From an optimization exercise on the open Yosys and OpenROAD flow, aimed at small area and a short achievable clock period; shortcuts taken in it are not production practice.
At most, simulation tests tie the RTL to the original design; equivalence was not proved.
Only the layout flow was run in run 7; the RTL was not checked for function there.
Power figures rest on the tool's default switching activity, not on a simulated workload.

===== design/flow/design.v =====
module fpa(
  input  wire        clk,
  input  wire        reset,
  input  wire [11:0] A,
  input  wire [11:0] B,
  input  wire [11:0] C,
  input  wire [11:0] D,
  input  wire        pushin,
  output reg         pushout,
  output reg  [11:0] Z
);
  function automatic ge5(input [4:0] a, input [4:0] b);
    reg [4:0] g, n; reg g43, n43, g21, n21, g4_1, n4_1;
    begin
      g = ~a & b; n = ~(a & ~b);
      g43 = g[4] | (n[4] & g[3]);  n43 = n[4] & n[3];
      g21 = g[2] | (n[2] & g[1]);  n21 = n[2] & n[1];
      g4_1 = g43 | (n43 & g21);    n4_1 = n43 & n21;
      ge5 = ~(g4_1 | (n4_1 & g[0]));
    end
  endfunction
  wire [4:0] eA = A[10:6], eB = B[10:6], eC = C[10:6], eD = D[10:6];
  wire gAB = ge5(eA, eB), gAC = ge5(eA, eC), gAD = ge5(eA, eD);
  wire gBC = ge5(eB, eC), gBD = ge5(eB, eD), gCD = ge5(eC, eD);
  wire selA = gAB & gAC & gAD;
  wire selB = ~gAB & gBC & gBD;
  wire selC = ~gAC & ~gBC & gCD;
  wire selD = ~gAD & ~gBD & ~gCD;
  wire [4:0] mx0 = ({5{selA}} & eA) | ({5{selB}} & eB) | ({5{selC}} & eC) | ({5{selD}} & eD);
  reg [5:0] f1A, f1B, f1C, f1D;
  reg [4:0] e1A, e1B, e1C, e1D, mx1;
  reg [3:0] s1;
  reg       v1;
  always @(posedge clk) begin
    f1A <= A[5:0]; f1B <= B[5:0]; f1C <= C[5:0]; f1D <= D[5:0];
    e1A <= eA; e1B <= eB; e1C <= eC; e1D <= eD;
    s1  <= {A[11], B[11], C[11], D[11]};
    mx1 <= mx0;
    v1  <= reset ? 1'b0 : pushin;
  end
  function automatic [10:0] align(input [5:0] f, input [4:0] e, input [4:0] mx);
    reg [4:0] sh; reg [10:0] v;
    begin
      sh = mx - e;
      v = (|e) ? {1'b1, f, 4'b0000} : 11'd0;
      v = sh[0] ? {1'b0, v[10:1]} : v;
      v = sh[1] ? {2'b0, v[10:2]} : v;
      v = sh[2] ? {4'b0, v[10:4]} : v;
      v = sh[3] ? {8'b0, v[10:8]} : v;
      align = sh[4] ? 11'd0 : v;
    end
  endfunction
  reg [10:0] t2A, t2B, t2C, t2D;
  reg [3:0]  s2;
  reg [4:0]  mx2;
  reg        v2;
  always @(posedge clk) begin
    t2A <= align(f1A, e1A, mx1);
    t2B <= align(f1B, e1B, mx1);
    t2C <= align(f1C, e1C, mx1);
    t2D <= align(f1D, e1D, mx1);
    s2  <= s1;
    mx2 <= mx1;
    v2  <= reset ? 1'b0 : v1;
  end
  wire [2:0]  nn2 = 3'd0 - (s2[3] + s2[2] + s2[1] + s2[0]);
  wire [13:0] q0 = {nn2,  t2A ^ {11{s2[3]}}};
  wire [13:0] q1 = {3'b0, t2B ^ {11{s2[2]}}};
  wire [13:0] q2 = {3'b0, t2C ^ {11{s2[1]}}};
  wire [13:0] q3 = {3'b0, t2D ^ {11{s2[0]}}};
  wire [13:0] a1 = q0 ^ q1 ^ q2;
  wire [13:0] b1 = {(q0[12:0] & q1[12:0]) | (q0[12:0] & q2[12:0]) | (q1[12:0] & q2[12:0]), s2[3]};
  wire [13:0] a2 = a1 ^ b1 ^ q3;
  wire [13:0] b2 = {(a1[12:0] & b1[12:0]) | (a1[12:0] & q3[12:0]) | (b1[12:0] & q3[12:0]), s2[2]};
  reg [13:0] g3, p3;
  reg [1:0]  s3;
  reg [4:0]  mx3;
  reg        v3;
  always @(posedge clk) begin
    g3  <= a2 & b2;
    p3  <= a2 ^ b2;
    s3  <= s2[1:0];
    mx3 <= mx2;
    v3  <= reset ? 1'b0 : v2;
  end
  reg [13:0] G, P;
  reg [13:0] Gn, Pn;
  integer i, lv;
  always @* begin
    G = g3; P = p3;
    G[0] = g3[0] | (p3[0] & s3[1]);
    P[0] = 1'b0;
    for (lv = 1; lv < 16; lv = lv * 2) begin
      Gn = G; Pn = P;
      for (i = 0; i < 14; i = i + 1)
        if ((i & lv) != 0) begin
          Gn[i] = G[i] | (P[i] & G[(i & ~(lv - 1)) - 1]);
          Pn[i] = P[i] & P[(i & ~(lv - 1)) - 1];
        end
      G = Gn; P = Pn;
    end
  end
  wire [13:0] cin = {G[12:0], s3[1]};
  wire [13:0] S   = p3 ^ cin;
  wire        sgn = S[13];
  reg [12:0] W4;
  reg        ci4, sgn4;
  reg [4:0]  mx4;
  reg        v4;
  always @(posedge clk) begin
    W4   <= S[12:0] ^ {13{sgn}};
    ci4  <= s3[0] ^ sgn;
    sgn4 <= sgn;
    mx4  <= mx3;
    v4   <= reset ? 1'b0 : v3;
  end
  wire [12:0] M;
  genvar gk;
  assign M[0] = W4[0] ^ ci4;
  generate for (gk = 1; gk < 13; gk = gk + 1) begin : g_inc
    assign M[gk] = W4[gk] ^ (ci4 & (&W4[gk-1:0]));
  end endgenerate
  wire        wz = ~|W4;
  reg [3:0] lzw;
  integer q;
  always @* begin
    lzw = 4'd15;
    for (q = 0; q < 13; q = q + 1)
      if (W4[q]) lzw = 4'd12 - q;
  end
  wire d3 = lzw[3], d2 = lzw[2], d1 = lzw[1], d0 = lzw[0];
  wire [13:0] N1 = d3 ? {M[5:0], 8'd0} : {1'b0, M};
  wire [13:0] N2 = d2 ? {N1[9:0], 4'd0} : N1;
  wire [13:0] N3 = d1 ? {N2[11:0], 2'd0} : N2;
  wire [13:0] N4 = d0 ? {N3[12:0], 1'b0} : N3;
  reg        sgn5, nz5, ov5;
  reg [5:0]  fr5;
  reg [5:0]  k5;
  reg        v5;
  always @(posedge clk) begin
    sgn5 <= sgn4;
    nz5  <= ~wz | ci4;
    ov5  <= N4[13] | wz;             
    fr5  <= N4[13] ? 6'd0 : N4[11:6];
    k5   <= {1'b0, mx4} - {2'b00, (wz ? 4'd13 : lzw)};    
    v5   <= reset ? 1'b0 : v4;
  end
  wire [6:0] e7 = {k5[5], k5} + {6'd0, ov5} + 7'd2;
  wire zero  = ~nz5 | e7[6] | ~|e7[5:1];                    
  wire sathi = ~e7[6] & (e7[5] | &e7[4:0]);                  
  wire e30   = ~e7[6] & ~e7[5] & (e7[4:0] == 5'd30);
  wire sat   = sathi | (e30 & fr5[5] & fr5[4] & (|fr5[3:0]));
  wire [11:0] res = zero ? 12'h000 : sat ? {sgn5, 5'b11110, 6'b110000} : {sgn5, e7[4:0], fr5};
  always @(posedge clk) begin
    Z       <= res;
    pushout <= reset ? 1'b0 : v5;
  end
endmodule

===== design/flow/flow/run.sh =====
#!/bin/bash
set -euo pipefail
export BUFFER_PORTS_ARGS="-buffer_cell sky130_fd_sc_hd__buf_1"
export CTS_ARGS="-sink_clustering_enable -repair_clock_nets -dont_use_dummy_load -buf_list sky130_fd_sc_hd__clkbuf_8"
bash standard.sh > standard.log 2>&1

===== design/flow/standard.sh =====
#!/bin/bash
# synth_recipe.tcl (not shown) runs the flow's synth.tcl, then flattens the netlist and writes it again
# the make line also repeats each setting of config.mk as NAME=value (left out here)
make -C /OpenROAD-flow-scripts/flow DESIGN_CONFIG=/design/flow/config.mk WORK_HOME=/design/flow/orfs CLKGATE_MAP_FILE= SYNTH_SCRIPT=/design/flow/synth_recipe.tcl "${@:-finish}"

===== design/flow/config.mk =====
export PLATFORM = sky130hd
export DESIGN_NAME = fpa
export DESIGN_NICKNAME = fpa
export VERILOG_FILES = /design/flow/design.v
export SDC_FILE = /design/flow/constraint.sdc
export NUM_CORES = 4
export LEC_CHECK = 0
export ABC_AREA = 1
export CAP_MARGIN = 20
export CORE_MARGIN = 2
export CORE_UTILIZATION = 40
export CTS_BUF_LIST = sky130_fd_sc_hd__clkbuf_8
export SETUP_SLACK_MARGIN = 2.7
export SLEW_MARGIN = 20

===== design/flow/constraint.sdc =====
create_clock -name core_clock -period 5.0 [get_ports {clk}]
set_input_delay 1.0000 -clock core_clock [delete_from_list [all_inputs] [get_ports {clk}]]
set_output_delay 1.0000 -clock core_clock [all_outputs]
set_load 0.01 [all_outputs]

==> run notes, run 1 <==
status complete, no violations; core footprint 0.02326 sq mm; worst hold path type reg2reg; port buffer count 63; site row count 56; hold-fix buffer count after cts 0; Worst-path clk slew approximately 0.09 ns; synthesized net count 1264; Tcrit/Tclk final 0.4384; final hold vios 0; maximum capacitance violations 0; DR WL/cell approximately 12 um; Power Dens Cells approximately 600 mW/mm^2; most common cell after layout, fill and taps aside nand2_1; dpl hpwl about 15000 um; Post-Route WL approximately 19000 um; total track usage 0.1596; Crit path max-delay family simple AND/OR/NAND/NOR gates; Crit Path Class reg2reg; die area 0.02467 sq mm; n_diodes 0; Seq/Total Area, Yosys 0.4123; first-pass GRT wire length about 32000 um; filler instances 2401; final clock skew a little under 0.04 ns; Starting Density 0.4028; Fmax ~460 MHz; Final Net Count between 1000 and 1500; 1st-iter DRT viols about 360; Clock Tree Root clkbuf_8; Leak roughly 4.8 nW; RSZ-0062 raised after global routing yes; Crit path required time 5.34 ns; Slew HR 0.5741; Least-Margin Pin Slew roughly 0.63 ns; DRT Pass-1 Iters 5; ys async rst share 0; Post-DRT Antenna Nets 0; multi-input logic area 0.004840 sq mm; dpl cells 1511; Worst VDD drop 0.1875 mV; endpoints failing setup 0; vias post-DR just over 7000; Primary FF master, synth dfxtp_1; Die Wd around 160 um; slowest CP cell dfxtp_2; EDFF count, synth 0; IO Pins 64; Die Ht around 160 um; share of layout cells above drive strength 1 0.07648; CTS tree yes; clock buffer count from CTS 17; CP peak stage delay between 0.3 and 0.4 ns; antenna violations before repair 0; most frequent cell on the critical path nand3_2; total power draw ~6.2 mW; Post-Syn Instances 1141; worst skew pair latency 0.48 ns; Max Transition Viols Final 0; routability congestion estimate slightly below 0.9; CP bufs+invs 1; FF+latch area slightly below 0.004 sq mm; DR DRC count 0; Fin Setup TNS 0 ns; post-DR vias/cell approximately 4.7; unique cell type count in the Yosys netlist 50; clock sink total 193; Critical Path Source Type flop; Max FO, Critical Path 8; post-synthesis register bit count between 150 and 200; crit path DAT 2.54 ns; Warnings, synthesis 1; crit path cell chain ha_2 -> or2_4 -> ha_4 -> or2_4 -> nand3_2 -> nand2_2 -> nand3_2 -> nand3_4 -> nand3_2 -> nand3b_1 -> nand2_4 -> inv_2 -> nand2_1 -> nand2_1; Post-Layout Cell Count approximately 1500; syn avg cell area 8.212 sq um; vias in the first global route 6821; Mapped Area around 0.0094 sq mm; H-tree Lvls 4; hold_ws about 0.33 ns; largest net degree at the start of global routing 22; clock tree buffer depth 2; crit end category flop; Overflow after GRT 0; final worst path period need 2.192 ns; Area Growth Syn to Fin 10.23%; most frequent cells in the layout nand2_1, dfxtp_1, inv_1
[worst reg2reg max path: stages (launching register included)]
cell and delay (ns):
dfxtp_2 0.32, ha_2 0.16, or2_4 0.23, ha_4 0.15
or2_4 0.24, nand3_2 0.06, nand2_2 0.07, nand3_2 0.09
nand3_4 0.09, nand3_2 0.09, nand3b_1 0.21, nand2_4 0.22
inv_2 0.05, nand2_1 0.05, nand2_1 0.04
[final timing paths]
path / startpoint / to / slack, ns / cells past startpoint
max: p3[0] / W4[11] / 2.81 / 14
min: mx3[0] / mx4[0] / 0.33 / 0
max reg2reg: p3[0] / W4[11] / 2.81 / 14
min reg2reg: mx3[0] / mx4[0] / 0.33 / 0
[layer usage]
metal / track usage / part of all wire / up-vias
met5: 0 / 0 / -
met4: 0.05195 / 0.020 / 0
met3: 0.02671 / 0.042 / 31
met2: 0.2916 / 0.50 / 160
met1: 0.1902 / 0.44 / 3307
li1: - / - / 3765
[registers in the layout, indices dropped and copies added (netlist names), 11 cells and up]
register and flops:
t2B 11, t2D 11, g3 13, t2A 11, t2C 11, W4 13
Z 12, p3 14
[power by group]
group | switching [mW] | internal [mW] | total, mW
sequential | 0.305 | 2.04 | 2.34
clock | 0.449 | 0.301 | 0.750
combinational | 1.82 | 1.26 | 3.08
[repair_timing]
action / in CTS / in global routing
endpoints found under the setup margin: 45 / 69
pin swaps: 0 / 8
resized for setup: 11 / 29
setup buffers: 0 / 6
cloned: 0 / 1
[synthesized netlist by cell type (all sizes together), types with 2 or more instances]
library cell / n / area [sq um]
nand3b: 7 / 52.55
inv: 183 / 689.4
ha: 44 / 550.5
o211ai: 7 / 52.55
a21o: 2 / 15.01
o221ai: 3 / 26.28
nor3: 10 / 50.05
a32oi: 2 / 17.52
o21ai: 44 / 231.5
mux2i: 3 / 30.03
a22oi: 4 / 30.03
clkbuf: 3 / 11.26
nand2: 220 / 880.8
nor2: 120 / 495.5
a31oi: 2 / 12.51
o21a: 3 / 22.52
nor4: 2 / 12.51
a211oi: 3 / 22.52
nand4: 15 / 93.84
buf: 9 / 58.80
o22ai: 26 / 162.7
nand3: 65 / 365.3
xor2: 23 / 201.4
a21oi: 45 / 229.0
xnor2: 63 / 551.8
dfxtp: 193 / 3864
fa: 28 / 560.5
or2: 5 / 31.28
[metrics by stage]
| step | worst slack (ns) | instance area (sq um) | util |
|---|---|---|---|
| floorplan | 2.848 | 9374 | - |
| global placement | 2.460 | 9936 | 0.4271 |
| detailed placement | 2.457 | 9936 | 0.4271 |
| CTS | 2.602 | 10200 | 0.4383 |
| global route | 2.663 | 10330 | 0.4440 |
| finish | 2.808 | 10330 | 0.4440 |
[logic make-up (layout without fill, tap and decap cells)]
logic type               after synthesis  in the layout  synth area share
AO/OA/AOI/OAI                        145            145           0.09120
XOR/XNOR                              86             86           0.08038
adder cells (fa/ha/maj)               72             72            0.1186
buffers and inverters                196            270           0.08145
flip-flops                           193            193            0.4123
multiplexers                           3              3          0.003205
AND/OR/NAND/NOR                      446            447            0.2128
[area by class of cell]
| type | count | area share |
|---|---|---|
| sequential | 193 | 0.3758 |
| clock buffer | 17 | 0.02265 |
| timing repair buffer | 69 | 0.02726 |
| multi-input combinational | 753 | 0.4686 |
| tap | 319 | 0.03864 |
| inverter | 184 | 0.06711 |
==> inputs of run 2 (changes only) <==
--- a/design/flow/config.mk
+++ b/design/flow/config.mk
@@ -11,4 +11,4 @@
 export CORE_UTILIZATION = 40
 export CTS_BUF_LIST = sky130_fd_sc_hd__clkbuf_8
-export SETUP_SLACK_MARGIN = 2.7
+export SETUP_SLACK_MARGIN = 2.8
 export SLEW_MARGIN = 20
==> run 2 against run 1 <==
Against the previous run: critical endpoint is now W4[9]; critical path type unchanged; sequential power hardly changed; worst setup slack better by 0.054 ns; flip-flop and latch count stayed put; worst hold slack hardly changed.
==> run notes, run 2 <==
Clk pwr share 0.118 (was 0.121); share of layout cells above drive strength 1 0.09975 (was 0.07648); synthesized net count 1264 (unchanged); Seq/Total Area, Yosys 0.4123 (unchanged); Largest register FFs 14 (unchanged); clock sink total 193 (unchanged); DR WL/cell 12.39 um (about the same); routability congestion estimate 0.8955 (unchanged); final hold vios 0 (unchanged); filler instances 2388 (was 2401); Worst VDD drop 0.1962 mV (was 0.1875 mV); Synth top area share 0.4123 (unchanged); ys async rst share 0 (unchanged); port buffer count 63 (unchanged); EDFF count, synth 0 (unchanged); area leader, netlist dfxtp_1 (unchanged); final clock skew 0.03921 ns (was 0.03843 ns); die area 0.02467 sq mm (unchanged); cell with the most instances after synthesis nand2_1 (unchanged); dpl hpwl 15130 um (unchanged); Switch Pwr 2.645 mW (was 2.577 mW); Worst-path clk slew 0.08 ns (was 0.09 ns); Crit path required time 5.37 ns (was 5.34 ns); multi-input logic area 0.004982 sq mm (was 0.004840 sq mm); worst hold path type reg2reg (unchanged); hold-fix buffer count after cts 0 (unchanged); Worst Hold End s2[1] (was mx4[0]); top cells by instance count after synthesis nand2_1, dfxtp_1, inv_1 (unchanged); Least-Margin Pin Slew 0.5195 ns (was 0.6339 ns); Worst R2R Setup Slack 2.86 ns (was 2.81 ns); worst skew pair latency 0.48 ns (about the same); post-synthesis register bit count 193 (unchanged); Tcrit/Tclk final 0.4276 (was 0.4384); Worst Reg-to-Reg Cells 13 (was 14); Top reg by flops p3 (unchanged); crit end category flop (unchanged); Crit Path Class reg2reg (unchanged); sequential share of power 0.372 (was 0.380); origin of the worst setup path p3[0] (unchanged); Final Net Count 1348 (was 1341); vias post-DR 7290 (was 7263); most common cell after layout, fill and taps aside nand2_1 (unchanged); IO Pins 64 (unchanged); endpoints failing setup 0 (unchanged); Largest regs p3 (14), W4 (13), g3 (13) (unchanged); n_diodes 0 (unchanged); worst flop-to-flop path endpoint W4[9] (was W4[11]); vias in the first global route 6861 (was 6821); Starting Density 0.4028 (unchanged); post-DR vias/cell 4.728 (was 4.732); CP bufs+invs 1 (unchanged); Fmax 467.8 MHz (was 456.2 MHz); Leak 4.853 nW (was 4.777 nW); site row count 56 (unchanged); core footprint 0.02326 sq mm (unchanged); unique cell type count in the Yosys netlist 50 (unchanged); Cell Int Power 3.698 mW (was 3.600 mW); Comb pwr share 0.510 (was 0.499); Synth area leaders dfxtp_1, nand2_1, inv_1 (unchanged); clock tree buffer depth 2 (unchanged); slowest CP cell dfxtp_2 (unchanged); FF+latch area 0.003889 sq mm (was 0.003881 sq mm); status complete, no violations (unchanged); hold path start s1[1] (was mx3[0]); Primary FF master, synth dfxtp_1 (unchanged); CTS tree yes (unchanged); hold path depth 0 (unchanged); Post-Route WL 19110 um (was 19010 um); Slew HR 0.6532 (was 0.5741); maximum capacitance violations 0 (unchanged); DRT Pass-1 Iters 5 (unchanged); final worst path period need 2.138 ns (was 2.192 ns); crit path cell chain ha_2 -> or2_4 -> ha_4 -> or2_1 -> nand3_2 -> nand2_2 -> nand3_2 -> nand3_4 -> buf_6 -> ha_4 -> nor2_4 -> xnor2_2 -> xnor2_1 (was ha_2 -> or2_4 -> ha_4 -> or2_4 -> nand3_2 -> nand2_2 -> nand3_2 -> nand3_4 -> nand3_2 -> nand3b_1 -> nand2_4 -> inv_2 -> nand2_1 -> nand2_1); Area Growth Syn to Fin 12.50% (was 10.23%); H-tree Lvls 4 (unchanged); first-pass GRT wire length 31780 um (was 31510 um); Post-Syn Instances 1141 (unchanged); Power Dens Cells 601.7 mW/mm^2 (was 598.1 mW/mm^2); Worst R2R Start p3[0] (unchanged); Overflow after GRT 0 (unchanged); 1st-iter DRT viols 374 (was 356); RSZ-0062 raised after global routing yes (unchanged); Mapped Area 0.009370 sq mm (unchanged); Clock Tree Root clkbuf_8 (unchanged); CP peak stage delay 0.32 ns (about the same); Max Transition Viols Final 0 (unchanged); Fin Setup TNS 0 ns (unchanged); switching share of total power 0.4171 (about the same); largest net degree at the start of global routing 22 (unchanged); syn avg cell area 8.212 sq um (unchanged); Max FO, Critical Path 4 (was 8); clock buffer count from CTS 17 (unchanged); antenna violations before repair 0 (unchanged); Die Ht 157.1 um (unchanged); Critical Path Source Type flop (unchanged); total track usage 0.1612 (was 0.1596); Warnings, synthesis 1 (unchanged); most frequent cells in the layout nand2_1, dfxtp_1, inv_1 (unchanged); Die Wd 157.1 um (unchanged); Crit path max-delay family simple AND/OR/NAND/NOR gates (unchanged); crit path DAT 2.51 ns (was 2.54 ns); Post-DRT Antenna Nets 0 (unchanged); DR DRC count 0 (unchanged); hold_ws 0.3277 ns (was 0.3274 ns)
==> run 2: power groups by stage <==
stage	Sequential, mW	Combinational (mW)	Clock (mW)
3_3_place_gp	2.38	2.97	0
4_1_cts	2.35	3.12	0.781
5_1_grt	2.41	3.79	0.846
2_1_floorplan	2.30	2.42	0
3_5_place_dp	2.38	2.99	0
6_report	2.36	3.24	0.749
==> run 2: final cells by class <==
type | count | share of cell area
clock buffers | 17 | 0.02220
inverters | 184 | 0.06599
multi-input cells | 753 | 0.4726
flip-flops and latches | 193 | 0.3689
well taps | 319 | 0.03786
repair buffers | 76 | 0.03240
==> run 2: repair_timing <==
action / 4_1_cts / 5_1_grt
setup buffers: 3 / 10
setup endpoints to repair: 75 / 51
gates resized for setup: 33 / 45
pin swaps: 7 / 16
cloned: 1 / 0
==> run 2: cells by family (layout without fill, tap and decap cells) <==
kind of cell               count (synthesis)  count (layout)  share of synthesized area
AOI/OAI and AO/OA                        145             145                    0.09120
buffers and inverters                    196             277                    0.08145
and+or+nand+nor                          446             447                     0.2128
muxes                                      3               3                   0.003205
adders and majority gates                 72              72                     0.1186
DFF                                      193             193                     0.4123
xor gates and xnor gates                  86              86                    0.08038
==> run 2: per-stage QoR <==
step           cell area (sq um)  std cells  utilization  worst slack [ns]  total power, mW
6_report                   10540       1542       0.4532             2.862            6.343
5_1_grt                    10540       1542       0.4532             2.726            7.045
4_1_cts                    10290       1532       0.4425             2.681            6.249
3_5_place_dp                9936       1511       0.4271             2.457            5.373
3_3_place_gp                9936       1511       0.4271             2.460            5.340
2_1_floorplan               9374       1141            -             2.848            4.714
==> run 2: metal layers <==
| layer | vias to the layer above | routed length, um | GRT usage |
|---|---|---|---|
| met3 | 32 | 694 | 0.02671 |
| met5 | - | 0 | 0 |
| met4 | 0 | 384 | 0.05195 |
| met1 | 3319 | 8370 | 0.1908 |
| met2 | 151 | 9658 | 0.2964 |
| li1 | 3788 | - | - |
==> run 2: how the worst max path moves through the flow <==
stage          cells after the start     end
4_1_cts                           18   k5[4]
2_1_floorplan                     17   k5[4]
5_1_grt                           15  W4[11]
3_5_place_dp                       9  mx1[4]
3_3_place_gp                       9  mx1[1]
6_report                          13   W4[9]
==> inputs of run 3 (changes only) <==
--- a/design/flow/config.mk
+++ b/design/flow/config.mk
@@ -9,6 +9,6 @@
 export CAP_MARGIN = 20
 export CORE_MARGIN = 2
-export CORE_UTILIZATION = 40
+export CORE_UTILIZATION = 50
 export CTS_BUF_LIST = sky130_fd_sc_hd__clkbuf_8
-export SETUP_SLACK_MARGIN = 2.8
+export SETUP_SLACK_MARGIN = 2.75
 export SLEW_MARGIN = 20
==> run 3 against run 2 <==
Against the previous run: still clean on timing, DRC and antenna; power rose by 1.6%; critical path depth did not move; clock skew fell by 0.0043 ns; first-iteration DRC count fell by 32%; cell count fell by 5.4%; routed wire length fell by 0.48%; sequential share of layout area rose by 0.32 points; sequential power barely moved; synthesized area did not move; fmax fell by 2.4%; largest cell class unchanged; highest routed layer unchanged.
==> run notes, run 3 <==
port buffer count 63 (unchanged); Worst Reg-to-Reg Cells 13 (unchanged); cell with the most instances after synthesis nand2_1 (unchanged); maximum capacitance violations 0 (unchanged); Fmax 456.4 MHz (was 467.8 MHz); switching share of total power 0.4165 (was 0.4171); first-pass GRT wire length 31750 um (was 31780 um); Overflow after GRT 0 (unchanged); dpl cells 1426 (was 1511); slowest CP cell dfxtp_2 (unchanged); Die Wd 140.9 um (was 157.1 um); IO Pins 64 (unchanged); Switch Pwr 2.685 mW (was 2.645 mW); Max Transition Viols Final 0 (unchanged); Comb pwr share 0.522 (was 0.510); DR DRC count 0 (unchanged); Crit path required time 5.37 ns (about the same); Power Dens Cells 616.6 mW/mm^2 (was 601.7 mW/mm^2); total track usage 0.1980 (was 0.1612); share of layout cells above drive strength 1 0.1078 (was 0.09975); Post-Route WL 19020 um (was 19110 um); CP bufs+invs 1 (unchanged); unique cell type count in the Yosys netlist 50 (unchanged); most common cell after layout, fill and taps aside nand2_1 (unchanged); H-tree Lvls 4 (unchanged); Primary FF master, synth dfxtp_1 (unchanged); Top reg by flops p3 (unchanged); ys async rst share 0 (unchanged); RSZ-0062 raised after global routing yes (unchanged); Slew HR 0.6607 (was 0.6532); worst hold path type reg2reg (unchanged); Area Growth Syn to Fin 11.58% (was 12.50%); Largest register FFs 14 (unchanged); worst skew pair latency 0.46 ns (was 0.48 ns); Crit path max-delay family simple AND/OR/NAND/NOR gates (unchanged); critical path depth 13 (unchanged); crit path cell chain ha_2 -> or2_4 -> ha_4 -> or2_4 -> nand3_2 -> nand2_2 -> nand3_2 -> nand3_4 -> nand3_2 -> nand3b_1 -> buf_6 -> nand2_8 -> xnor2_2 (was ha_2 -> or2_4 -> ha_4 -> or2_1 -> nand3_2 -> nand2_2 -> nand3_2 -> nand3_4 -> buf_6 -> ha_4 -> nor2_4 -> xnor2_2 -> xnor2_1); dpl hpwl 15030 um (was 15130 um); Warnings, synthesis 1 (unchanged); status complete, no violations (unchanged); clock sink total 193 (unchanged); final worst path period need 2.191 ns (was 2.138 ns); die area 0.01985 sq mm (was 0.02467 sq mm); Final Net Count 1350 (was 1348); EDFF count, synth 0 (unchanged); 1st-iter DRT viols 256 (was 374); area leader, netlist dfxtp_1 (unchanged); vias post-DR 7195 (was 7290); Starting Density 0.5060 (was 0.4028); Worst R2R Start p3[0] (unchanged); crit path DAT 2.56 ns (was 2.51 ns); post-DR vias/cell 4.931 (was 4.728); Mapped Area 0.009370 sq mm (unchanged); Tcrit/Tclk final 0.4382 (was 0.4276); Synth top area share 0.4123 (unchanged); core footprint 0.01852 sq mm (was 0.02326 sq mm); Worst-path clk slew 0.09 ns (was 0.08 ns); vias in the first global route 6952 (was 6861); n_diodes 0 (unchanged); min setup slack post-route 2.809 ns (was 2.862 ns); most frequent cells in the layout nand2_1, dfxtp_1, inv_1 (unchanged); CTS tree yes (unchanged); hold path start s1[2] (was s1[1]); Critical Path Source Type flop (unchanged); largest net degree at the start of global routing 20 (was 22); DR WL/cell 13.03 um (was 12.39 um); origin of the worst setup path p3[0] (unchanged); Worst R2R Setup Slack 2.81 ns (was 2.86 ns); syn avg cell area 8.212 sq um (unchanged); sequential share of power 0.365 (was 0.372); synthesized net count 1264 (unchanged); Post-Syn Instances 1141 (unchanged); DRT Pass-1 Iters 5 (unchanged); final hold vios 0 (unchanged); endpoints failing setup 0 (unchanged); Final Cell Area 0.01046 sq mm (was 0.01054 sq mm); hold_ws 0.3139 ns (was 0.3277 ns); hold path depth 0 (unchanged); Layout Utilization 0.5646 (was 0.4532); final clock skew 0.03489 ns (was 0.03921 ns); Post-Layout Cell Count 1459 (was 1542); Clock Tree Root clkbuf_8 (unchanged); Leak 4.878 nW (was 4.853 nW); antenna violations before repair 0 (unchanged); clock tree buffer depth 2 (unchanged); top cells by instance count after synthesis nand2_1, dfxtp_1, inv_1 (unchanged); Max FO, Critical Path 7 (was 4); Die Ht 140.9 um (was 157.1 um); Post-DRT Antenna Nets 0 (unchanged); Cell Int Power 3.762 mW (was 3.698 mW); Least-Margin Pin Slew 0.5083 ns (was 0.5195 ns); total power draw 6.447 mW (was 6.343 mW); dpl ws 2.393 ns (was 2.457 ns); Synth area leaders dfxtp_1, nand2_1, inv_1 (unchanged); Seq/Total Area, Yosys 0.4123 (unchanged); Placed Instance Area 0.009829 sq mm (was 0.009936 sq mm); most frequent cell on the critical path nand3_2; Crit Path Class reg2reg (unchanged); Worst VDD drop 0.2225 mV (was 0.1962 mV); Worst Hold End s2[2] (was s2[1]); post-synthesis register bit count 193 (unchanged); site row count 50 (was 56); Clk pwr share 0.113 (was 0.118); worst flop-to-flop path endpoint ci4 (was W4[9]); clock buffer count from CTS 17 (unchanged); crit end category flop (unchanged); Fin Setup TNS 0 ns (unchanged); routability congestion estimate 0.9260 (was 0.8955); Largest regs p3 (14), W4 (13), g3 (13) (unchanged); CP peak stage delay 0.32 ns (about the same)
[run 3: cell count changes in the layout (fill, tap and decap cells not counted), sizes merged]
cell / delta
buf: +2
[run 3: power groups by stage]
stage          sequential [mW]  clock (mW)  combinational (mW)
2_1_floorplan             2.30           0                2.42
3_3_place_gp              2.38           0                3.01
3_5_place_dp              2.38           0                3.03
4_1_cts                   2.35       0.765                3.11
5_1_grt                   2.40       0.820                3.93
6_report                  2.35       0.732                3.37
[run 3: layout make-up]
cell class | count | area (sq um)
Timing Repair Buffer | 78 | 352.8
Fill cell | 1759 | 8063
Inverter | 184 | 698.2
Clock buffer | 17 | 234.0
Tap cell | 234 | 292.8
Multi-Input combinational cell | 753 | 4987
Sequential cell | 193 | 3890
[run 3: worst max-delay path by stage]
stage | slack [ns] | endpoint
2_1_floorplan | 2.85 | k5[4]
3_3_place_gp | 2.40 | mx1[1]
3_5_place_dp | 2.39 | mx1[1]
4_1_cts | 2.60 | k5[4]
5_1_grt | 2.65 | k5[5]
6_report | 2.81 | ci4
[run 3: kinds of logic after synthesis]
kind of cell / share of synthesized area
xor+xnor: 0.08038
mux: 0.003205
simple gates: 0.2128
buf+inv: 0.08145
compound gates: 0.09120
fa+ha+maj: 0.1186
flops: 0.4123
[run 3: worst register-to-register path, stage by stage, from the launching register on]
cell	delay [ns]
dfxtp_2	0.32
ha_2	0.16
or2_4	0.23
ha_4	0.15
or2_4	0.23
nand3_2	0.06
nand2_2	0.06
nand3_2	0.08
nand3_4	0.09
nand3_2	0.09
nand3b_1	0.21
buf_6	0.21
nand2_8	0.12
xnor2_2	0.12
[run 3: per-layer routing]
| layer | track usage | vias up | share of wire |
|---|---|---|---|
| li1 | - | 3779 | - |
| met1 | 0.2375 | 3255 | 0.45 |
| met2 | 0.3471 | 130 | 0.50 |
| met3 | 0.04076 | 31 | 0.035 |
| met4 | 0.08158 | 0 | 0.021 |
| met5 | 0 | - | 0 |
[run 3: repair_timing]
| item | 4_1_cts | 5_1_grt |
|---|---|---|
| resized for setup | 19 | 61 |
| endpoints found under the setup margin | 61 | 71 |
| hold buffers | 0 | 0 |
| cloned | 1 | 0 |
| pin swaps | 2 | 16 |
| buffers inserted | 2 | 13 |
==> inputs of run 4 (changes only) <==
--- a/design/flow/config.mk
+++ b/design/flow/config.mk
@@ -9,5 +9,5 @@
 export CAP_MARGIN = 20
 export CORE_MARGIN = 2
-export CORE_UTILIZATION = 50
+export CORE_UTILIZATION = 40
 export CTS_BUF_LIST = sky130_fd_sc_hd__clkbuf_8
 export SETUP_SLACK_MARGIN = 2.75
==> run 4 against run 3 <==
Against the previous run: worst hold slack improved by 0.013 ns; register-to-register slack better by 0.03 ns; global-route usage fell by 3.7 points; first-iteration DRC count is 24% higher; count of clock-buffer cells in the layout stayed put; via count up 0.89%; critical path depth is the same; combinational power down 7.1%; clock skew grew 0.0045 ns; sequential share of layout area grew 0.14 points; cell count is 5.4% higher; final area is 0.48% lower; critical endpoint is now W4[9]; largest cell class unchanged; largest power group unchanged.
==> run notes, run 4 <==
Layout Utilization 0.4473 (was 0.5646); Post-Syn Instances 1141 (unchanged); post-DR vias/cell 4.720 (was 4.931); Cell Int Power 3.627 mW (was 3.762 mW); Max Transition Viols Final 0 (unchanged); status complete, no violations (unchanged); largest net degree at the start of global routing 22 (was 20); Least-Margin Pin Slew 0.5092 ns (was 0.5083 ns); sequential share of power 0.377 (was 0.365); ys async rst share 0 (unchanged); share of layout cells above drive strength 1 0.08285 (was 0.1078); Max FO, Critical Path 4 (was 7); Largest register FFs 14 (unchanged); area leader, netlist dfxtp_1 (unchanged); Comb pwr share 0.503 (was 0.522); IO Pins 64 (unchanged); worst hold path type reg2reg (unchanged); Worst-path clk slew 0.09 ns (about the same); Clk pwr share 0.120 (was 0.113); Post-DRT Antenna Nets 0 (unchanged); top cells by instance count after synthesis nand2_1, dfxtp_1, inv_1 (unchanged); CTS tree yes (unchanged); Die Ht 157.1 um (was 140.9 um); clock tree buffer depth 2 (unchanged); Seq/Total Area, Yosys 0.4123 (unchanged); most common cell after layout, fill and taps aside nand2_1 (unchanged); Slew HR 0.6601 (was 0.6607); Area Growth Syn to Fin 11.04% (was 11.58%); EDFF count, synth 0 (unchanged); site row count 56 (was 50); Starting Density 0.4028 (was 0.5060); final hold vios 0 (unchanged); dpl cells 1511 (was 1426); Post-Layout Cell Count 1538 (was 1459); Critical Path Source Type flop (unchanged); DR DRC count 0 (unchanged); Mapped Area 0.009370 sq mm (unchanged); 1st-iter DRT viols 318 (was 256); Switch Pwr 2.595 mW (was 2.685 mW); cell with the most instances after synthesis nand2_1 (unchanged); die area 0.02467 sq mm (was 0.01985 sq mm); Final Net Count 1344 (was 1350); clock sink total 193 (unchanged); H-tree Lvls 4 (unchanged); RSZ-0062 raised after global routing yes (unchanged); final worst path period need 2.156 ns (was 2.191 ns); total track usage 0.1609 (was 0.1980); Fmax 463.8 MHz (was 456.4 MHz); hold_ws 0.3264 ns (was 0.3139 ns); core footprint 0.02326 sq mm (was 0.01852 sq mm); routability congestion estimate 0.8955 (was 0.9260); Tcrit/Tclk final 0.4312 (was 0.4382); synthesized net count 1264 (unchanged); Post-Route WL 19020 um (about the same); Clock Tree Root clkbuf_8 (unchanged); Overflow after GRT 0 (unchanged); first-pass GRT wire length 31730 um (was 31750 um); vias in the first global route 6844 (was 6952); DR WL/cell 12.36 um (was 13.03 um); filler instances 2399 (was 1759); dpl hpwl 15130 um (was 15030 um); vias post-DR 7259 (was 7195); post-synthesis register bit count 193 (unchanged); antenna violations before repair 0 (unchanged); Crit Path Class reg2reg (unchanged); Synth top area share 0.4123 (unchanged); final clock skew 0.03942 ns (was 0.03489 ns); DRT Pass-1 Iters 5 (unchanged); total power draw 6.222 mW (was 6.447 mW); syn avg cell area 8.212 sq um (unchanged); Primary FF master, synth dfxtp_1 (unchanged); worst skew pair latency 0.48 ns (was 0.46 ns); most frequent cells in the layout nand2_1, dfxtp_1, inv_1 (unchanged); port buffer count 63 (unchanged); crit path DAT 2.53 ns (was 2.56 ns); Largest regs p3 (14), W4 (13), g3 (13) (unchanged); Synth area leaders dfxtp_1, nand2_1, inv_1 (unchanged); endpoints failing setup 0 (unchanged); Worst VDD drop 0.1896 mV (was 0.2225 mV); Crit path required time 5.38 ns (was 5.37 ns); switching share of total power 0.4170 (was 0.4165); Fin Setup TNS 0 ns (unchanged); Warnings, synthesis 1 (unchanged); Top reg by flops p3 (unchanged); maximum capacitance violations 0 (unchanged); crit end category flop (unchanged); clock buffer count from CTS 17 (unchanged); n_diodes 0 (unchanged); Leak 4.807 nW (was 4.878 nW); Power Dens Cells 598.0 mW/mm^2 (was 616.6 mW/mm^2); Die Wd 157.1 um (was 140.9 um); hold-fix buffer count after cts 0 (unchanged); unique cell type count in the Yosys netlist 50 (unchanged)
[run 4: cell counts after synthesis]
Identical to the previous run, type by type.
[run 4: kinds of logic (layout without fill, tap and decap cells)]
group	Yosys count	in the layout	synth area share
multiplexers	3	3	0.003205
buffers and inverters	196	273	0.08145
AND/OR/NAND/NOR	446	447	0.2128
adder cells (fa/ha/maj)	72	72	0.1186
AO/OA/AOI/OAI	145	145	0.09120
flip-flops	193	193	0.4123
XOR/XNOR	86	86	0.08038
[run 4: timing repair]
item | CTS | global route
gates resized for setup | 19 | 34
setup buffers | 2 | 7
cloned | 1 | 0
setup endpoints to repair | 63 | 66
pin swaps | 2 | 10
[run 4: path summary, 6_finish.rpt]
path	from	end	slack (ns)	depth (start not counted)
setup / recovery	p3[0]	W4[9]	2.84	13
hold / removal	mx3[0]	mx4[0]	0.33	0
setup reg to reg	p3[0]	W4[9]	2.84	13
hold reg to reg	mx3[0]	mx4[0]	0.33	0
[run 4: worst max-delay path, stage by stage (launching register included)]
cell     delay, ns
dfxtp_2       0.32
ha_2          0.16
or2_4         0.22
ha_2          0.16
or2_1         0.23
nand3_2       0.07
nand2_2       0.07
nand3_2       0.09
nand3_4       0.09
buf_6         0.13
ha_1          0.16
nor2_1        0.12
xnor2_1       0.14
xnor2_1       0.13
[run 4: final cells by class]
type                    instances  area, sq um  share of cell area
multi-input cells             753         4881              0.4691
flip-flops and latches        193         3886              0.3735
inverters                     184        693.2             0.06662
well taps                     319        399.1             0.03836
repair buffers                 72        311.5             0.02994
clock buffers                  17        234.0             0.02249
[run 4: power by group through the flow]
stage                     logic (mW)  clock network [mW]  registers [mW]
after floorplan                 2.42                   0            2.30
after global placement          2.97                   0            2.38
after detailed placement        2.99                   0            2.38
after CTS                       3.08               0.781            2.35
after global routing            3.68               0.846            2.40
final                           3.13               0.749            2.35
[run 4: routing by layer]
layer / vias to the layer above / part of all wire / global-route usage
li1: 3775 / - / -
met1: 3296 / 0.44 / 0.1910
met2: 157 / 0.50 / 0.2951
met3: 31 / 0.038 / 0.02671
met4: 0 / 0.021 / 0.05195
met5: - / 0 / 0
[run 4: stage by stage]
| stage | instance area, sq um | setup slack [ns] |
|---|---|---|
| final | 10410 | 2.844 |
| after global routing | 10410 | 2.699 |
| after CTS | 10240 | 2.602 |
| after detailed placement | 9936 | 2.457 |
| after global placement | 9936 | 2.460 |
| after floorplan | 9374 | 2.848 |
==> inputs of run 5 (changes only) <==
--- a/design/flow/config.mk
+++ b/design/flow/config.mk
@@ -7,8 +7,8 @@
 export LEC_CHECK = 0
 export ABC_AREA = 1
-export CAP_MARGIN = 20
+export CAP_MARGIN = 10
 export CORE_MARGIN = 2
 export CORE_UTILIZATION = 40
 export CTS_BUF_LIST = sky130_fd_sc_hd__clkbuf_8
 export SETUP_SLACK_MARGIN = 2.75
-export SLEW_MARGIN = 20
+export SLEW_MARGIN = 10
==> run 5 against run 4 <==
Against the previous run: power stayed put; routed wire length did not move; critical endpoint unchanged; sequential power about the same; still clean; non-clock buffer count stayed put; utilization unchanged; critical path type unchanged; count of clock-buffer cells in the layout is the same.
==> run notes, run 5 <==
Post-Syn Instances 1141 (unchanged); Fin Setup TNS 0 ns (unchanged); crit path DAT 2.53 ns (about the same); hold path start mx3[0] (unchanged); port buffer count 63 (unchanged); Placed Instance Area 0.009936 sq mm (unchanged); Starting Density 0.4028 (unchanged); Largest regs p3 (14), W4 (13), g3 (13) (unchanged); met3 wire len 721 um (unchanged); Tcrit/Tclk final 0.4312 (unchanged); dpl hpwl 15130 um (unchanged); RSZ-0062 raised after global routing yes (unchanged); Overflow after GRT 0 (unchanged); CTS tree yes (unchanged); Critical Path Source Type flop (unchanged); IO Pins 64 (unchanged); routed wl met2 9530 um (unchanged); post-DR vias/cell 4.720 (unchanged); Slew HR 0.6601 (unchanged); share of layout cells above drive strength 1 0.08285 (unchanged); Final Net Count 1344 (unchanged); Worst Hold End mx4[0] (unchanged); hold_ws 0.3264 ns (unchanged); routability congestion estimate 0.8955 (unchanged); Least-Margin Pin Slew 0.5092 ns (unchanged); total track usage 0.1609 (unchanged); Worst Reg-to-Reg Cells 13 (unchanged); largest net degree at the start of global routing 22 (unchanged); Crit path required time 5.38 ns (about the same); Post-Route WL 19020 um (unchanged); Worst R2R Start p3[0] (unchanged); most common cell after layout, fill and taps aside nand2_1 (unchanged); DRT Pass-1 Iters 5 (unchanged); Leak 4.807 nW (unchanged); Worst R2R Setup Slack 2.84 ns (about the same); most frequent cells in the layout nand2_1, dfxtp_1, inv_1 (unchanged); dpl ws 2.457 ns (unchanged); Top reg by flops p3 (unchanged); Primary FF master, synth dfxtp_1 (unchanged); vias in the first global route 6844 (unchanged); clock buffer count from CTS 17 (unchanged); cell with the most instances after synthesis nand2_1 (unchanged); Worst-path clk slew 0.09 ns (about the same); Post-DRT Antenna Nets 0 (unchanged); Final Cell Area 0.01041 sq mm (unchanged); final worst path period need 2.156 ns (unchanged); syn avg cell area 8.212 sq um (unchanged); Warnings, synthesis 1 (unchanged); ys async rst share 0 (unchanged); core footprint 0.02326 sq mm (unchanged); n_diodes 0 (unchanged); Max FO, Critical Path 4 (unchanged); worst skew pair latency 0.48 ns (about the same); final clock skew 0.03942 ns (unchanged); crit end category flop (unchanged); Metal-1 WL 8367 um (unchanged); Clock Tree Root clkbuf_8 (unchanged); Max Transition Viols Final 0 (unchanged); 1st-iter DRT viols 318 (unchanged); worst flop-to-flop path endpoint W4[9] (unchanged); DR DRC count 0 (unchanged); Power Dens Cells 598.0 mW/mm^2 (unchanged); area leader, netlist dfxtp_1 (unchanged); Synth area leaders dfxtp_1, nand2_1, inv_1 (unchanged); Fmax 463.8 MHz (unchanged); clock sink total 193 (unchanged); unique cell type count in the Yosys netlist 50 (unchanged); min setup slack post-route 2.844 ns (unchanged); Die Wd 157.1 um (unchanged); H-tree Lvls 4 (unchanged); endpoints failing setup 0 (unchanged); Crit Path Class reg2reg (unchanged); Layout Utilization 0.4473 (unchanged); Area Growth Syn to Fin 11.04% (unchanged); Synth top area share 0.4123 (unchanged); hold path depth 0 (unchanged); worst hold path type reg2reg (unchanged); post-synthesis register bit count 193 (unchanged); DR WL/cell 12.36 um (unchanged); clock tree buffer depth 2 (unchanged); EDFF count, synth 0 (unchanged); vias post-DR 7259 (unchanged); DR top layer met4 (unchanged); first-pass GRT wire length 31730 um (unchanged); site row count 56 (unchanged); final hold vios 0 (unchanged); antenna violations before repair 0 (unchanged); Mapped Area 0.009370 sq mm (unchanged); Die Ht 157.1 um (unchanged); top cells by instance count after synthesis nand2_1, dfxtp_1, inv_1 (unchanged); die area 0.02467 sq mm (unchanged); status complete, no violations (unchanged); Worst VDD drop 0.1896 mV (unchanged); maximum capacitance violations 0 (unchanged); Largest register FFs 14 (unchanged); synthesized net count 1264 (unchanged); hold-fix buffer count after cts 0 (unchanged); Seq/Total Area, Yosys 0.4123 (unchanged)
## run 5: logic make-up after synthesis
kind of cell,synth area share
muxes,0.003205
AOI/OAI and AO/OA,0.09120
adders and majority gates,0.1186
xor gates and xnor gates,0.08038
and+or+nand+nor,0.2128
DFF,0.4123
buffers and inverters,0.08145
## run 5: critical path: stages, from the launching register on
cell,delay (ns)
dfxtp_2,0.32
ha_2,0.16
or2_4,0.22
ha_2,0.16
or2_1,0.23
nand3_2,0.07
nand2_2,0.07
nand3_2,0.09
nand3_4,0.09
buf_6,0.13
ha_1,0.16
nor2_1,0.12
xnor2_1,0.14
xnor2_1,0.13
## run 5: how the worst max path moves through the flow
stage,start,to,slack [ns],cells past startpoint
3_3_place_gp,A[10],mx1[1],2.46,9
2_1_floorplan,W4[0],k5[4],2.85,17
4_1_cts,W4[1],k5[4],2.60,18
3_5_place_dp,A[10],mx1[4],2.46,9
5_1_grt,p3[0],W4[9],2.70,13
6_report,p3[0],W4[9],2.84,13
## run 5: where the power goes
group | switching, mW | internal (mW)
combinational | 1.84 | 1.28
sequential | 0.304 | 2.04
clock | 0.448 | 0.301
total | 2.59 | 3.63
## run 5: layout make-up
cell class / count / area [sq um]
inverters: 184 / 693.2
fillers: 2399 / 12860
multi-input cells: 753 / 4881
clock buffers: 17 / 234.0
well taps: 319 / 399.1
repair buffers: 72 / 311.5
flip-flops and latches: 193 / 3886
## run 5: metrics by stage
stage | cells | total power, mW
3_3_place_gp | 1511 | 5.340
6_report | 1538 | 6.222
4_1_cts | 1531 | 6.208
3_5_place_dp | 1511 | 5.373
2_1_floorplan | 1141 | 4.714
5_1_grt | 1538 | 6.924
## run 5: routing by layer
metal,track usage,up-vias
li1,-,3775
met1,0.1910,3296
met2,0.2951,157
met3,0.02671,31
met4,0.05195,0
met5,0,-
## run 5: timing repair
item | CTS | global route
gates cloned | 1 | 0
setup endpoints to repair | 63 | 66
gates resized for setup | 19 | 34
buffers inserted | 2 | 7
pin swaps | 2 | 10
==> inputs of run 6 (changes only) <==
==> design/flow/flow/run.sh (replaced) <==
#!/bin/bash
set -euo pipefail
export BUFFER_PORTS_ARGS="-buffer_cell sky130_fd_sc_hd__buf_1"
export CTS_ARGS="-sink_clustering_enable -repair_clock_nets -dont_use_dummy_load -sink_clustering_levels 1 -buf_list sky130_fd_sc_hd__clkbuf_8"
bash standard.sh > standard.log 2>&1
--- a/design/flow/config.mk
+++ b/design/flow/config.mk
@@ -7,8 +7,8 @@
 export LEC_CHECK = 0
 export ABC_AREA = 1
-export CAP_MARGIN = 10
+export CAP_MARGIN = 20
 export CORE_MARGIN = 2
 export CORE_UTILIZATION = 40
 export CTS_BUF_LIST = sky130_fd_sc_hd__clkbuf_8
-export SETUP_SLACK_MARGIN = 2.75
-export SLEW_MARGIN = 10
+export SETUP_SLACK_MARGIN = 2.7
+export SLEW_MARGIN = 20
==> run 6 against run 5 <==
Against the previous run: flip-flop and latch count did not move; synthesized area unchanged; via count is essentially flat; fmax shrank 1.6%; die area unchanged; largest cell class unchanged; still clean.
==> run notes, run 6 <==
status complete, no violations (unchanged); most common cell after layout, fill and taps aside nand2_1 (unchanged); Overflow after GRT 0 (unchanged); dpl ws 2.457 ns (unchanged); DR WL/cell 12.39 um (was 12.36 um); largest net degree at the start of global routing 22 (unchanged); site row count 56 (unchanged); Seq/Total Area, Yosys 0.4123 (unchanged); dpl cells 1511 (unchanged); multi-input logic area 0.004840 sq mm (was 0.004881 sq mm); hold-fix buffer count after cts 0 (unchanged); DRT Pass-1 Iters 5 (unchanged); Largest regs p3 (14), W4 (13), g3 (13) (unchanged); Tcrit/Tclk final 0.4384 (was 0.4312); Worst VDD drop 0.1875 mV (was 0.1896 mV); first-pass GRT wire length 31510 um (was 31730 um); maximum capacitance violations 0 (unchanged); endpoints failing setup 0 (unchanged); routability congestion estimate 0.8955 (unchanged); unique cell type count in the Yosys netlist 50 (unchanged); top cells by instance count after synthesis nand2_1, dfxtp_1, inv_1 (unchanged); min setup slack post-route 2.808 ns (was 2.844 ns); Fmax 456.2 MHz (was 463.8 MHz); final clock skew 0.03843 ns (was 0.03942 ns); Placed Instance Area 0.009936 sq mm (unchanged); Crit Path Class reg2reg (unchanged); Final Net Count 1341 (was 1344); filler instances 2401 (was 2399); clock buffer count from CTS 17 (unchanged); Final Cell Area 0.01033 sq mm (was 0.01041 sq mm); Post-DRT Antenna Nets 0 (unchanged); post-DR vias/cell 4.732 (was 4.720); Largest register FFs 14 (unchanged); Post-Route WL 19010 um (was 19020 um); DR DRC count 0 (unchanged); Power Dens Cells 598.1 mW/mm^2 (was 598.0 mW/mm^2); EDFF count, synth 0 (unchanged); Post-Layout Cell Count 1535 (was 1538); clock sink total 193 (unchanged); worst skew pair latency 0.48 ns (about the same); Max FO, Critical Path 8 (was 4); Warnings, synthesis 1 (unchanged); antenna violations before repair 0 (unchanged); share of layout cells above drive strength 1 0.07648 (was 0.08285); Layout Utilization 0.4440 (was 0.4473); Slew HR 0.5741 (was 0.6601); hold path depth 0 (unchanged); Mapped Area 0.009370 sq mm (unchanged); Top reg by flops p3 (unchanged); Die Ht 157.1 um (unchanged); crit end category flop (unchanged); total power draw 6.177 mW (was 6.222 mW); final hold vios 0 (unchanged); Crit path required time 5.34 ns (was 5.38 ns); synthesized net count 1264 (unchanged); hold_ws 0.3274 ns (was 0.3264 ns); port buffer count 63 (unchanged); CTS tree yes (unchanged); FF+latch area 0.003881 sq mm (was 0.003886 sq mm); crit path DAT 2.54 ns (was 2.53 ns); Synth area leaders dfxtp_1, nand2_1, inv_1 (unchanged); cell with the most instances after synthesis nand2_1 (unchanged); total track usage 0.1596 (was 0.1609); post-synthesis register bit count 193 (unchanged); vias in the first global route 6821 (was 6844); Synth top area share 0.4123 (unchanged); H-tree Lvls 4 (unchanged); RSZ-0062 raised after global routing yes (unchanged); Primary FF master, synth dfxtp_1 (unchanged); core footprint 0.02326 sq mm (unchanged); vias post-DR 7263 (was 7259); die area 0.02467 sq mm (unchanged); Worst-path clk slew 0.09 ns (about the same); Starting Density 0.4028 (unchanged); syn avg cell area 8.212 sq um (unchanged); clock tree buffer depth 2 (unchanged); IO Pins 64 (unchanged); Post-Syn Instances 1141 (unchanged); most frequent cells in the layout nand2_1, dfxtp_1, inv_1 (unchanged); Max Transition Viols Final 0 (unchanged); Die Wd 157.1 um (unchanged); Least-Margin Pin Slew 0.6339 ns (was 0.5092 ns); Leak 4.777 nW (was 4.807 nW); area leader, netlist dfxtp_1 (unchanged); ys async rst share 0 (unchanged); n_diodes 0 (unchanged); Area Growth Syn to Fin 10.23% (was 11.04%); Worst Reg-to-Reg Cells 14 (was 13); dpl hpwl 15130 um (unchanged); final worst path period need 2.192 ns (was 2.156 ns); worst hold path type reg2reg (unchanged); Clock Tree Root clkbuf_8 (unchanged); Fin Setup TNS 0 ns (unchanged); 1st-iter DRT viols 356 (was 318); Critical Path Source Type flop (unchanged)
## run 6: what timing repair did
action	CTS	global route
pin swaps	0	8
setup endpoints to repair	45	69
cloned	0	1
buffers inserted	0	6
resized for setup	11	29
## run 6: worst paths after layout
path	start	endpoint	slack (ns)
setup / recovery	p3[0]	W4[11]	2.81
hold reg to reg	mx3[0]	mx4[0]	0.33
setup reg to reg	p3[0]	W4[11]	2.81
hold / removal	mx3[0]	mx4[0]	0.33
## run 6: kinds of logic after synthesis
kind of cell	after synthesis	synth area share
buffers and inverters	196	0.08145
AO/OA/AOI/OAI	145	0.09120
AND/OR/NAND/NOR	446	0.2128
multiplexers	3	0.003205
flip-flops	193	0.4123
XOR/XNOR	86	0.08038
adder cells (fa/ha/maj)	72	0.1186
## run 6: power by group
group / internal [mW] / switching (mW) / leakage, nW
clock network: 0.301 / 0.449 / 0.122
registers: 2.04 / 0.305 / 1.61
logic: 1.26 / 1.82 / 3.04
total: 3.60 / 2.58 / 4.78
## run 6: layer usage
metal / global-route usage / share of wire / vias up
met2: 0.2916 / 0.50 / 160
met5: 0 / 0 / -
li1: - / - / 3765
met1: 0.1902 / 0.44 / 3307
met3: 0.02671 / 0.042 / 31
met4: 0.05195 / 0.020 / 0
## run 6: critical path, cell delays in order, from the launching register on
cell and delay (ns):
dfxtp_2 0.32, ha_2 0.16, or2_4 0.23, ha_4 0.15
or2_4 0.24, nand3_2 0.06, nand2_2 0.07, nand3_2 0.09
nand3_4 0.09, nand3_2 0.09, nand3b_1 0.21, nand2_4 0.22
inv_2 0.05, nand2_1 0.05, nand2_1 0.04
## run 6: area by class of cell
type,instances,area share
clock buffer,17,0.02265
inverter,184,0.06711
multi-input combinational,753,0.4686
sequential,193,0.3758
tap,319,0.03864
timing repair buffer,69,0.02726
==> inputs of run 7 (changes only) <==
--- a/design/flow/design.v
+++ b/design/flow/design.v
@@ -51,22 +51,23 @@
     end
   endfunction
-  reg [10:0] t2A, t2B, t2C, t2D;
+  reg [10:0] t2A, t2B, t2C, t2D;    
   reg [3:0]  s2;
+  reg [2:0]  nn2;
   reg [4:0]  mx2;
   reg        v2;
   always @(posedge clk) begin
-    t2A <= align(f1A, e1A, mx1);
-    t2B <= align(f1B, e1B, mx1);
-    t2C <= align(f1C, e1C, mx1);
-    t2D <= align(f1D, e1D, mx1);
+    t2A <= align(f1A, e1A, mx1) ^ {11{s1[3]}};
+    t2B <= align(f1B, e1B, mx1) ^ {11{s1[2]}};
+    t2C <= align(f1C, e1C, mx1) ^ {11{s1[1]}};
+    t2D <= align(f1D, e1D, mx1) ^ {11{s1[0]}};
     s2  <= s1;
+    nn2 <= 3'd0 - (s1[3] + s1[2] + s1[1] + s1[0]);
     mx2 <= mx1;
     v2  <= reset ? 1'b0 : v1;
   end
-  wire [2:0]  nn2 = 3'd0 - (s2[3] + s2[2] + s2[1] + s2[0]);
-  wire [13:0] q0 = {nn2,  t2A ^ {11{s2[3]}}};
-  wire [13:0] q1 = {3'b0, t2B ^ {11{s2[2]}}};
-  wire [13:0] q2 = {3'b0, t2C ^ {11{s2[1]}}};
-  wire [13:0] q3 = {3'b0, t2D ^ {11{s2[0]}}};
+  wire [13:0] q0 = {nn2,  t2A};
+  wire [13:0] q1 = {3'b0, t2B};
+  wire [13:0] q2 = {3'b0, t2C};
+  wire [13:0] q3 = {3'b0, t2D};
   wire [13:0] a1 = q0 ^ q1 ^ q2;
   wire [13:0] b1 = {(q0[12:0] & q1[12:0]) | (q0[12:0] & q2[12:0]) | (q1[12:0] & q2[12:0]), s2[3]};
@@ -104,15 +105,17 @@
   wire [13:0] S   = p3 ^ cin;
   wire        sgn = S[13];
-  reg [12:0] W4;
-  reg        ci4, sgn4;
+  reg [12:0] S4;
+  reg        sD4, sgn4;
   reg [4:0]  mx4;
   reg        v4;
   always @(posedge clk) begin
-    W4   <= S[12:0] ^ {13{sgn}};
-    ci4  <= s3[0] ^ sgn;
+    S4   <= S[12:0];
+    sD4  <= s3[0];
     sgn4 <= sgn;
     mx4  <= mx3;
     v4   <= reset ? 1'b0 : v3;
   end
+  wire [12:0] W4  = S4 ^ {13{sgn4}};     
+  wire        ci4 = sD4 ^ sgn4;
   wire [12:0] M;
   genvar gk;
@@ -136,5 +139,6 @@
   reg        sgn5, nz5, ov5;
   reg [5:0]  fr5;
-  reg [5:0]  k5;
+  reg [3:0]  lz5;
+  reg [4:0]  mx5;
   reg        v5;
   always @(posedge clk) begin
@@ -143,8 +147,9 @@
     ov5  <= N4[13] | wz;             
     fr5  <= N4[13] ? 6'd0 : N4[11:6];
-    k5   <= {1'b0, mx4} - {2'b00, (wz ? 4'd13 : lzw)};    
+    lz5  <= wz ? 4'd13 : {d3, d2, d1, d0};
+    mx5  <= mx4;
     v5   <= reset ? 1'b0 : v4;
   end
-  wire [6:0] e7 = {k5[5], k5} + {6'd0, ov5} + 7'd2;
+  wire [6:0] e7 = {2'b00, mx5} + {6'd0, ov5} + 7'd2 - {3'b000, lz5};
   wire zero  = ~nz5 | e7[6] | ~|e7[5:1];                    
   wire sathi = ~e7[6] & (e7[5] | &e7[4:0]);                  
==> design/flow/flow/run.sh (replaced) <==
#!/bin/bash
set -euo pipefail
export BUFFER_PORTS_ARGS="-buffer_cell sky130_fd_sc_hd__buf_1"
export CTS_ARGS="-sink_clustering_enable -repair_clock_nets -dont_use_dummy_load -buf_list sky130_fd_sc_hd__clkbuf_8"
bash standard.sh > standard.log 2>&1
==> run 7 against run 6 <==
Against the previous run: still clean; via count grew 1.6%; count of clock-buffer cells in the layout unchanged; worst setup slack worse by 0.16 ns; utilization is 2.4 points higher; register-to-register slack got worse by 0.16 ns; combinational power increased by 26%; worst hold slack got worse by 0.025 ns; first-iteration DRC count decreased by 3.9%; non-clock buffer count increased by 24; critical path type unchanged; largest cell class unchanged; highest routed layer unchanged.
==> run notes, run 7 <==
status complete, no violations (unchanged); Overflow after GRT 0 (unchanged); Max Transition Viols Final 0 (unchanged); final hold vios 0 (unchanged); Worst R2R Start mx5[0] (was p3[0]); Area Growth Syn to Fin 15.35% (was 10.23%); area leader, netlist dfxtp_1 (unchanged); worst skew pair latency 0.47 ns (was 0.48 ns); Worst-path clk slew 0.11 ns (was 0.09 ns); Post-Syn Instances 1151 (was 1141); Crit path required time 5.38 ns (was 5.34 ns); routability congestion estimate 0.8890 (was 0.8955); Max FO, Critical Path 7 (was 8); Die Wd 158.1 um (was 157.1 um); top cells by instance count after synthesis nand2_1, dfxtp_1, inv_1 (unchanged); Synth top area share 0.4192 (was 0.4123); crit end category flop (unchanged); post-synthesis register bit count 199 (was 193); n_diodes 0 (unchanged); vias in the first global route 6975 (was 6821); CTS tree yes (unchanged); FF+latch area 0.003996 sq mm (was 0.003881 sq mm); ys async rst share 0 (unchanged); Worst VDD drop 0.2442 mV (was 0.1875 mV); clock sink total 199 (was 193); EDFF count, synth 0 (unchanged); Largest regs p3 (14), S4 (13), g3 (13) (was p3 (14), W4 (13), g3 (13)); dpl hpwl 15310 um (was 15130 um); clock tree buffer depth 2 (unchanged); Least-Margin Pin Slew 0.5548 ns (was 0.6339 ns); filler instances 2332 (was 2401); share of layout cells above drive strength 1 0.1532 (was 0.07648); Fin Setup TNS 0 ns (unchanged); largest net degree at the start of global routing 21 (was 22); IO Pins 64 (unchanged); Clock Tree Root clkbuf_8 (unchanged); Layout Utilization 0.4684 (was 0.4440); endpoints failing setup 0 (unchanged); core footprint 0.02340 sq mm (was 0.02326 sq mm); Fmax 424.8 MHz (was 456.2 MHz); final clock skew 0.04238 ns (was 0.03843 ns); DR WL/cell 12.73 um (was 12.39 um); most common cell after layout, fill and taps aside nand2_1 (unchanged); Leak 4.995 nW (was 4.777 nW); unique cell type count in the Yosys netlist 49 (was 50); Primary FF master, synth dfxtp_1 (unchanged); DR DRC count 0 (unchanged); Final Net Count 1376 (was 1341); Warnings, synthesis 1 (unchanged); Crit Path Class reg2reg (unchanged); antenna violations before repair 0 (unchanged); Tcrit/Tclk final 0.4708 (was 0.4384); vias post-DR 7378 (was 7263); final worst path period need 2.354 ns (was 2.192 ns); H-tree Lvls 4 (unchanged); RSZ-0062 raised after global routing yes (unchanged); synthesized net count 1278 (was 1264); Top reg by flops p3 (unchanged); clock buffer count from CTS 17 (unchanged); Die Ht 158.1 um (was 157.1 um); Slew HR 0.6296 (was 0.5741); maximum capacitance violations 0 (unchanged); Critical Path Source Type flop (unchanged); site row count 56 (unchanged); syn avg cell area 8.256 sq um (was 8.212 sq um); most frequent cells in the layout nand2_1, dfxtp_1, inv_1 (unchanged); cell with the most instances after synthesis nand2_1 (unchanged); DRT Pass-1 Iters 5 (unchanged); Power Dens Cells 638.5 mW/mm^2 (was 598.1 mW/mm^2); first-pass GRT wire length 32600 um (was 31510 um); total track usage 0.1645 (was 0.1596); origin of the worst setup path mx5[0] (was p3[0]); post-DR vias/cell 4.711 (was 4.732); Starting Density 0.4061 (was 0.4028); Seq/Total Area, Yosys 0.4192 (was 0.4123); Post-DRT Antenna Nets 0 (unchanged); hold path start mx4[0] (was mx3[0]); crit path DAT 2.73 ns (was 2.54 ns); multi-input logic area 0.005278 sq mm (was 0.004840 sq mm); 1st-iter DRT viols 342 (was 356); Mapped Area 0.009503 sq mm (was 0.009370 sq mm); die area 0.02501 sq mm (was 0.02467 sq mm); Post-Route WL 19930 um (was 19010 um); worst hold path type reg2reg (unchanged); Largest register FFs 14 (unchanged); port buffer count 63 (unchanged); Synth area leaders dfxtp_1, nand2_1, ha_1 (was dfxtp_1, nand2_1, inv_1)
run 7: critical path, stage by stage (launching register included):
cell and delay, ns:
dfxtp_2 0.34, inv_2 0.04, ha_4 0.25, inv_2 0.04
ha_4 0.15, fa_2 0.37, a21oi_2 0.16, o21bai_2 0.10
xnor2_2 0.15, inv_1 0.08, nand4_1 0.11, buf_4 0.17
o21ai_4 0.22, nor2_1 0.08
run 7: cells by family (layout without fill, tap and decap cells):
| family | Yosys count | in the layout | synth area share |
|---|---|---|---|
| AND/OR/NAND/NOR | 482 | 482 | 0.2261 |
| multiplexers | 3 | 3 | 0.003160 |
| XOR/XNOR | 71 | 71 | 0.06623 |
| buffers and inverters | 167 | 263 | 0.07057 |
| flip-flops | 199 | 199 | 0.4192 |
| adder cells (fa/ha/maj) | 76 | 76 | 0.1222 |
| AO/OA/AOI/OAI | 153 | 153 | 0.09256 |
run 7: where the power goes:
part,switching [mW],internal [mW],total [mW]
Combinational,2.34,1.55,3.89
Clock,0.459,0.301,0.761
Sequential,0.266,2.09,2.35
Total,3.06,3.94,7.00
run 7: final timing paths:
| path | to | slack [ns] | cells past startpoint |
|---|---|---|---|
| worst max register to register | Z[9] | 2.65 | 13 |
| worst min register to register | mx5[0] | 0.30 | 0 |
| worst min-delay path | mx5[0] | 0.30 | 0 |
| worst max-delay path | Z[9] | 2.65 | 13 |
run 7: layer usage:
metal	track usage	vias to the layer above	share of wire
li1	-	3866	-
met3	0.03203	28	0.036
met5	0	-	0
met4	0.05019	0	0.019
met2	0.2932	145	0.50
met1	0.2002	3339	0.44
run 7: final cells by class:
class                           instances  share of cell area
Clock buffer                           17             0.02134
Multi-Input combinational cell        785              0.4815
Sequential cell                       199              0.3646
Inverter                              153             0.05376
Tap cell                              319             0.03641
Timing Repair Buffer                   93             0.04246
run 7: per-stage QoR:
step                      power, mW  setup slack [ns]  cells  hold slack [ns]  area, sq um
final                         6.999             2.646   1566           0.3023        10960
after global routing          7.710             2.498   1566           0.3153        10960
after CTS                     6.705             2.695   1551           0.3128        10540
after detailed placement      5.702             2.258   1519           0.3121        10050
after global placement        5.652             2.310   1519           0.3117        10050
after floorplan               4.947             2.750   1151           0.3096         9507
run 7: repair_timing:
action | in CTS | in global routing
setup endpoints to repair | 64 | 66
pin swaps | 13 | 31
gates resized for setup | 39 | 79
hold buffers | 0 | 0
setup buffers | 15 | 15

## port drivers added, routing unchanged
How much do the figures lean on ideal ports? The routed layouts below were timed once more, with nothing changed but the port constraints. Step 1, drivers: a clkbuf_16 drives clk and a buf_2 each remaining input, both assumed. Step 2 also shifts input and output timing later by t, the mid clock arrival at the registers, as if the neighbouring blocks saw the same clock. Three values: ideal ports, drivers, drivers and shift; two values: the first two.
| run | t, ns | setup WS [ns] | latest minus earliest clock arrival (ns) | worst register clock-pin slew, ns | pins driven straight from the clock port |
|---|---|---|---|---|---|
| run 1 | 0.493 | 2.808 / 2.808 / 2.373 | 0.051 / 0.051 | 0.12 / 0.12 | 1 |
| run 2 | 0.495 | 2.862 / 2.862 / 2.514 | 0.051 / 0.052 | 0.12 / 0.12 | 1 |
| run 3 | 0.479 | 2.809 / 2.809 / 2.499 | 0.045 / 0.045 | 0.11 / 0.11 | 1 |
| run 4 | 0.494 | 2.844 / 2.844 / 2.516 | 0.052 / 0.052 | 0.12 / 0.12 | 1 |
| run 5 | 0.494 | 2.844 / 2.844 / 2.516 | 0.052 / 0.052 | 0.12 / 0.12 | 1 |
| run 6 | 0.493 | 2.808 / 2.808 / 2.373 | 0.051 / 0.051 | 0.12 / 0.12 | 1 |
| run 7 | 0.493 | 2.646 / 2.646 / 2.363 | 0.045 / 0.045 | 0.11 / 0.11 | 1 |
After both steps every run listed still meets setup and hold.
